Source: an optimization exercise on an open RTL-to-GDS flow (aim: small area and a short achievable clock period). Production flows keep margins and buffers that such runs may drop. RTL that was checked went through simulation tests only; none was proved equivalent to the original. No activity file was given, so power comes from the tool's default toggle rates.

==> flow/design.v (excerpt) <==
module BIST #(
  parameter int size = 6,
  parameter int length = 8
) (
  input logic start, rst, clk, rwbarin,
  input logic [size-1:0] address,
  input logic [length-1:0] datain,
  output logic [length-1:0] dataout,
  output logic fail,
  output logic bist_done,
  output logic bist_result
);
Settings: LEC_CHECK=0, CAP_MARGIN=20, CORE_MARGIN=2, CORE_UTILIZATION=68, CTS_CLUSTER_DIAMETER=100, CTS_CLUSTER_SIZE=25, PLACE_DENSITY=0.76, SETUP_SLACK_MARGIN=2.0, SLEW_MARGIN=20, SYNTH_HIERARCHICAL=1; clock period 4.2 ns.
standard.sh (not shown) runs the stock make flow with config.mk's settings and CLKGATE_MAP_FILE= SYNTH_SCRIPT=/design/flow/synth_recipe.tcl, a recipe that flattens the netlist after the stock synthesis.
==> flow/flow/run.sh <==
#!/bin/bash
# The standard layout, with the port buffers made of plain buffers
# (sky130_fd_sc_hd__buf_4) instead of the resizer's default choice, and
# synthesis mapping for a lighter load (ABC_LOAD_IN_FF 1) so that it picks
# smaller gates; timing repair sizes up the ones that need it.
set -euo pipefail
export BUFFER_PORTS_ARGS="-buffer_cell sky130_fd_sc_hd__buf_4"
bash standard.sh ABC_LOAD_IN_FF=1 finish > standard_finish.log 2>&1
The baseline went through all stages and came out clean.
==> next run, changes <==
CORE_UTILIZATION = 55   (was 68)
PLACE_DENSITY = unset   (was 0.76)
The changed run passed the timing, design-rule and antenna checks.
Clock-buffer cell count stays the same.
Wire length climbs by 7.0%.
Synthesized cell count does not change.
Core utilization drops by 14 points.
Total power climbs by 0.33%.
Area after synthesis stays the same.
==> next run, changes <==
CORE_UTILIZATION = 40   (was 55)
The new run finished clean.
Design area came out higher by 0.99%.
Sequential power hardly moves.
Global-route usage is lower by 8.6 points.
Critical path depth rose by 2.
Synthesized cell count does not change.
Utilization falls by 17 points.
Final cell count climbs by 9.5%.
Die area climbs by 37%.
Total power is lower by 0.33%.
Hold slack barely changes.
==> next run, changes <==
CORE_UTILIZATION = 55   (was 40)
SETUP_SLACK_MARGIN = 2.15   (was 2.0)
Outcome: The changed run passed the timing, design-rule and antenna checks. Clock skew barely changes. Non-clock buffer count rises by 12. Worst setup slack improves by 150 ps. Synthesized cell count stays the same. Clock-buffer cell count goes up by 2. Via count falls by 0.35%. Cell count fell by 8.1%. Sequential power hardly moves. Flip-flop and latch count does not change. Synthesized area stays the same. Combinational power rises by 3.6%.

---

## middle
The RTL this note starts from:
==> flow/design.v <==
module bist_multiplexer (
    input logic [5:0] normal_addr,
    input logic [7:0] normal_data,
    input logic normal_rwbar,
    input logic [7:0] blo,
    input logic [7:0] bhi,
    input logic [3:0] bist_data,
    input logic bist_we,
    input logic NbarT,
    input logic nNbarT,
    output logic [7:0] lo,
    output logic [7:0] hi,
    output logic we,
    output logic [7:0] mem_data
);
assign we = bist_we | (nNbarT & ~normal_rwbar);
assign mem_data = NbarT ? {4'b0000, bist_data} : normal_data;
always_comb
    for (int i = 0; i < 8; i++) begin
        lo[i] = blo[i] | (nNbarT & (normal_addr[2:0] == i[2:0]));
        hi[i] = bhi[i] | (nNbarT & (normal_addr[5:3] == i[2:0]));
    end
endmodule
module bist_wordsel (
    input logic [7:0] lo,
    input logic [7:0] hi,
    input logic we,
    output logic [63:0] rsel,
    output logic [63:0] wsel
);
always_comb
    for (int w = 0; w < 64; w++) begin
        rsel[w] = hi[w / 8] & lo[w % 8] & ~we;
        wsel[w] = hi[w / 8] & lo[w % 8] & we;
    end
endmodule
module bist_rdbit (
    input logic [63:0] sel,
    input logic [63:0] d,
    input logic byp,
    input logic byp_d,
    output logic q
);
assign q = |(sel & d) | (byp & byp_d);
endmodule
module bist_comparator (
    input logic clk,
    input logic NbarT,
    input logic write_en,
    input logic [3:0] data_t,
    input logic [7:0] ramout,
    output logic fail
);
always_ff @(posedge clk)
    fail <= NbarT & ~write_en & (ramout != {4'b0000, data_t});
endmodule
module bist_sram
(
    input logic [7:0] lo,
    input logic [7:0] hi,
    input logic [7:0] ramin,
    input logic we, clk,
    output logic [7:0] ramout
);
    logic [7:0] mem [64];
    logic [63:0] rsel, wsel;
    logic [63:0] col [8];
    logic [7:0] rd;
    bist_wordsel SEL (.lo(lo), .hi(hi), .we(we), .rsel(rsel), .wsel(wsel));
    always_ff @(posedge clk)
        for (int w = 0; w < 64; w++)
            if (wsel[w])
                mem[w] <= ramin;
    always_comb
        for (int b = 0; b < 8; b++)
            for (int w = 0; w < 64; w++)
                col[b][w] = mem[w][b];
    for (genvar b = 0; b < 8; b++) begin : g_rd
        bist_rdbit R (.sel(rsel), .d(col[b]), .byp(we), .byp_d(ramin[b]), .q(rd[b]));
    end
    always_ff @(posedge clk)
        ramout <= rd;
endmodule
module bist_controller (
  input clk,
  input reset,
  input start,
  output reg [7:0] lo,
  output reg [7:0] hi,
  output reg write_en,
  output [3:0] data_in,
  input [3:0] data_out,
  output reg bist_done,
  output reg bist_result,
  output test_mode,
  output reg nact
);
  localparam BLANKET_0 = 3'b000, BLANKET_1 = 3'b001, CHECKERBOARD = 3'b010,
             CHECKERBOARD_INV = 3'b011, MARCH_C = 3'b100, MARCH_A = 3'b101;
  reg act, rd, direction, d1, d0;
  reg [2:0] pattern;
  reg [7:0] count;
  reg act_n, rd_n, dir_n, d1_n, d0_n, we_n, done_n, res_n;
  reg [2:0] pat_n;
  reg [7:0] count_n;
  reg [5:0] addr_n;
  assign test_mode = act;
  assign data_in = {d1, d0, d1, d0};
  wire last = &count;
  wire [7:0] count_inc = count + 8'd1;
  wire [5:0] addr_step = direction ? count_inc[5:0] : ~count[5:0];
  always_comb begin
    act_n = act;
    rd_n = rd;
    dir_n = direction;
    d1_n = d1;
    d0_n = d0;
    we_n = write_en;
    done_n = bist_done;
    res_n = bist_result;
    pat_n = pattern;
    count_n = count;
    addr_n = 6'd0;
    if (reset) begin
      act_n = 1'b0;
      rd_n = 1'b0;
      pat_n = BLANKET_0;
      count_n = 8'd0;
      we_n = 1'b0;
      d1_n = 1'b0;
      d0_n = 1'b0;
      done_n = 1'b0;
      res_n = 1'b1;
      dir_n = 1'b1;
    end else if (!act) begin
      if (start && !bist_done) begin
        act_n = 1'b1;
        rd_n = 1'b0;
        count_n = 8'd0;
        we_n = 1'b1;
        d1_n = 1'b0;
        d0_n = 1'b0;
      end
    end else if (!rd) begin
      if (last) begin
        rd_n = 1'b1;
        count_n = 8'd0;
        we_n = 1'b0;
      end else begin
        count_n = count_inc;
        addr_n = addr_step;
        if (pattern == CHECKERBOARD) begin
          d1_n = ~count[0];
          d0_n = count[0];
        end else if (pattern == CHECKERBOARD_INV) begin
          d1_n = count[0];
          d0_n = ~count[0];
        end
      end
    end else begin
      if (last) begin
        if (pattern == MARCH_A && !direction) begin
          act_n = 1'b0;
          done_n = 1'b1;
        end else begin
          rd_n = 1'b0;
          count_n = 8'd0;
          we_n = 1'b1;
          addr_n = ((pattern == MARCH_C || pattern == MARCH_A) && direction) ? 6'h3f : 6'd0;
          case (pattern)
            BLANKET_0: pat_n = BLANKET_1;
            BLANKET_1: begin
              pat_n = CHECKERBOARD;
              d1_n = 1'b1;
              d0_n = 1'b1;
            end
            CHECKERBOARD: begin
              pat_n = CHECKERBOARD_INV;
              d1_n = 1'b0;
              d0_n = 1'b1;
            end
            CHECKERBOARD_INV: begin
              pat_n = MARCH_C;
              d1_n = 1'b1;
              d0_n = 1'b0;
            end
            MARCH_C: begin
              if (direction) dir_n = 1'b0;
              else pat_n = MARCH_A;
              d1_n = 1'b0;
              d0_n = 1'b0;
            end
            MARCH_A: begin
              dir_n = 1'b0;
              d1_n = 1'b1;
              d0_n = 1'b1;
            end
            default: ;
          endcase
        end
      end else begin
        if (data_out != data_in) res_n = 1'b0;
        if (pattern == MARCH_C) begin
          if (count == 8'd0) begin
            d1_n = 1'b1;
            d0_n = 1'b1;
            we_n = 1'b1;
          end else if (count == 8'd1) begin
            if (data_out != 4'hF) res_n = 1'b0;
            d1_n = 1'b0;
            d0_n = 1'b0;
            we_n = 1'b1;
          end else if (count == 8'd2) begin
            if (data_out != 4'h0) res_n = 1'b0;
            we_n = 1'b0;
          end
        end else if (pattern == MARCH_A) begin
          if (count == 8'd0) begin
            if (data_out != 4'h0) res_n = 1'b0;
            d1_n = 1'b1;
            d0_n = 1'b1;
            we_n = 1'b1;
          end else if (count == 8'd1) begin
            if (data_out != 4'hF) res_n = 1'b0;
            we_n = 1'b0;
          end
        end
        count_n = count_inc;
        addr_n = addr_step;
      end
    end
  end
  always @(posedge clk) begin
    act <= act_n;
    nact <= ~act_n;
    rd <= rd_n;
    direction <= dir_n;
    d1 <= d1_n;
    d0 <= d0_n;
    write_en <= we_n;
    bist_done <= done_n;
    bist_result <= res_n;
    pattern <= pat_n;
    count <= count_n;
    for (int i = 0; i < 8; i++) begin
      lo[i] <= act_n && (addr_n[2:0] == i[2:0]);
      hi[i] <= act_n && (addr_n[5:3] == i[2:0]);
    end
  end
endmodule
module BIST #(
  parameter int size = 6,
  parameter int length = 8
) (
  input logic start, rst, clk, rwbarin,
  input logic [size-1:0] address,
  input logic [length-1:0] datain,
  output logic [length-1:0] dataout,
  output logic fail,
  output logic bist_done,
  output logic bist_result
);
  logic NbarT, nNbarT, write_en, we;
  logic [7:0] blo, bhi, lo, hi;
  logic [3:0] data_t;
  logic [7:0] ramin, ramout;
  bist_multiplexer MUX (
    .normal_addr(address),
    .normal_data(datain),
    .normal_rwbar(rwbarin),
    .blo(blo),
    .bhi(bhi),
    .bist_data(data_t),
    .bist_we(write_en),
    .NbarT(NbarT),
    .nNbarT(nNbarT),
    .lo(lo),
    .hi(hi),
    .we(we),
    .mem_data(ramin)
  );
  bist_controller CNTRL (
    .clk(clk),
    .reset(rst),
    .start(start),
    .lo(blo),
    .hi(bhi),
    .write_en(write_en),
    .data_in(data_t),
    .data_out(ramout[3:0]),
    .bist_done(bist_done),
    .bist_result(bist_result),
    .test_mode(NbarT),
    .nact(nNbarT)
  );
  bist_sram MEM (
    .lo(lo),
    .hi(hi),
    .ramin(ramin),
    .we(we),
    .clk(clk),
    .ramout(ramout)
  );
  bist_comparator CMP (
    .clk(clk),
    .NbarT(NbarT),
    .write_en(write_en),
    .data_t(data_t),
    .ramout(ramout),
    .fail(fail)
  );
  assign dataout = ramout;
endmodule
clock: 4.2 ns
lec_check: 0
cap_margin: 20
core_margin: 2
core_utilization: 40
setup_slack_margin: 2.2
slew_margin: 20
synth_hierarchical: 1
==> flow/flow/run.sh <==
#!/bin/bash
# The standard layout, with the port buffers made of plain buffers
# (sky130_fd_sc_hd__buf_4) instead of the resizer's default choice.
set -euo pipefail
export BUFFER_PORTS_ARGS="-buffer_cell sky130_fd_sc_hd__buf_4"
bash standard.sh finish > standard_finish.log 2>&1
What east does differently from middle at the input level:
- changing SETUP_SLACK_MARGIN from 2.2 to 1.9
Results
Row hold slack: east higher / middle lower. middle has a lower part of the total power dissipated in sequential elements than east. east completed; timing, DRC and antenna clean. Relative to middle, total power has gone down in east.
No functional check of the RTL was part of any run of this note.

==> static timing again, ports no longer ideal <==
The results above use ideal ports. As a check the final layouts listed here were re-extracted and re-timed, cells and wires unchanged. Step 1 assumes that a clkbuf_16 drives the clock port and a buf_2 every other input. Step 2, shift: input delay + t, output delay - t, t = (earliest + latest rising clock arrival at the registers) / 2. This alone moves slack from input paths to output paths. Slacks: ideal ports / drivers / drivers and shift; pairs: ideal ports / drivers.
run	t (ns)	setup WS [ns]	slew at the worst register clock pin (ns)
the first run of note 1	0.627	1.953 / 1.939 / 1.311	0.10 / 0.10
the second run of note 1	0.639	2.015 / 2.015 / 1.379	0.10 / 0.10
the third run of note 1	0.639	1.899 / 1.911 / 1.272	0.10 / 0.10
the fourth run of note 1	0.639	2.045 / 2.045 / 1.419	0.10 / 0.10
middle	0.653	1.341 / 1.346 / 0.712	0.07 / 0.07
east	0.656	1.412 / 1.418 / 0.782	0.07 / 0.07
After both steps every run listed still meets setup and hold. For the first run of note 1, which loses most, drivers alone change the setup slack by -0.014 ns; drivers and shift together by -0.642 ns.
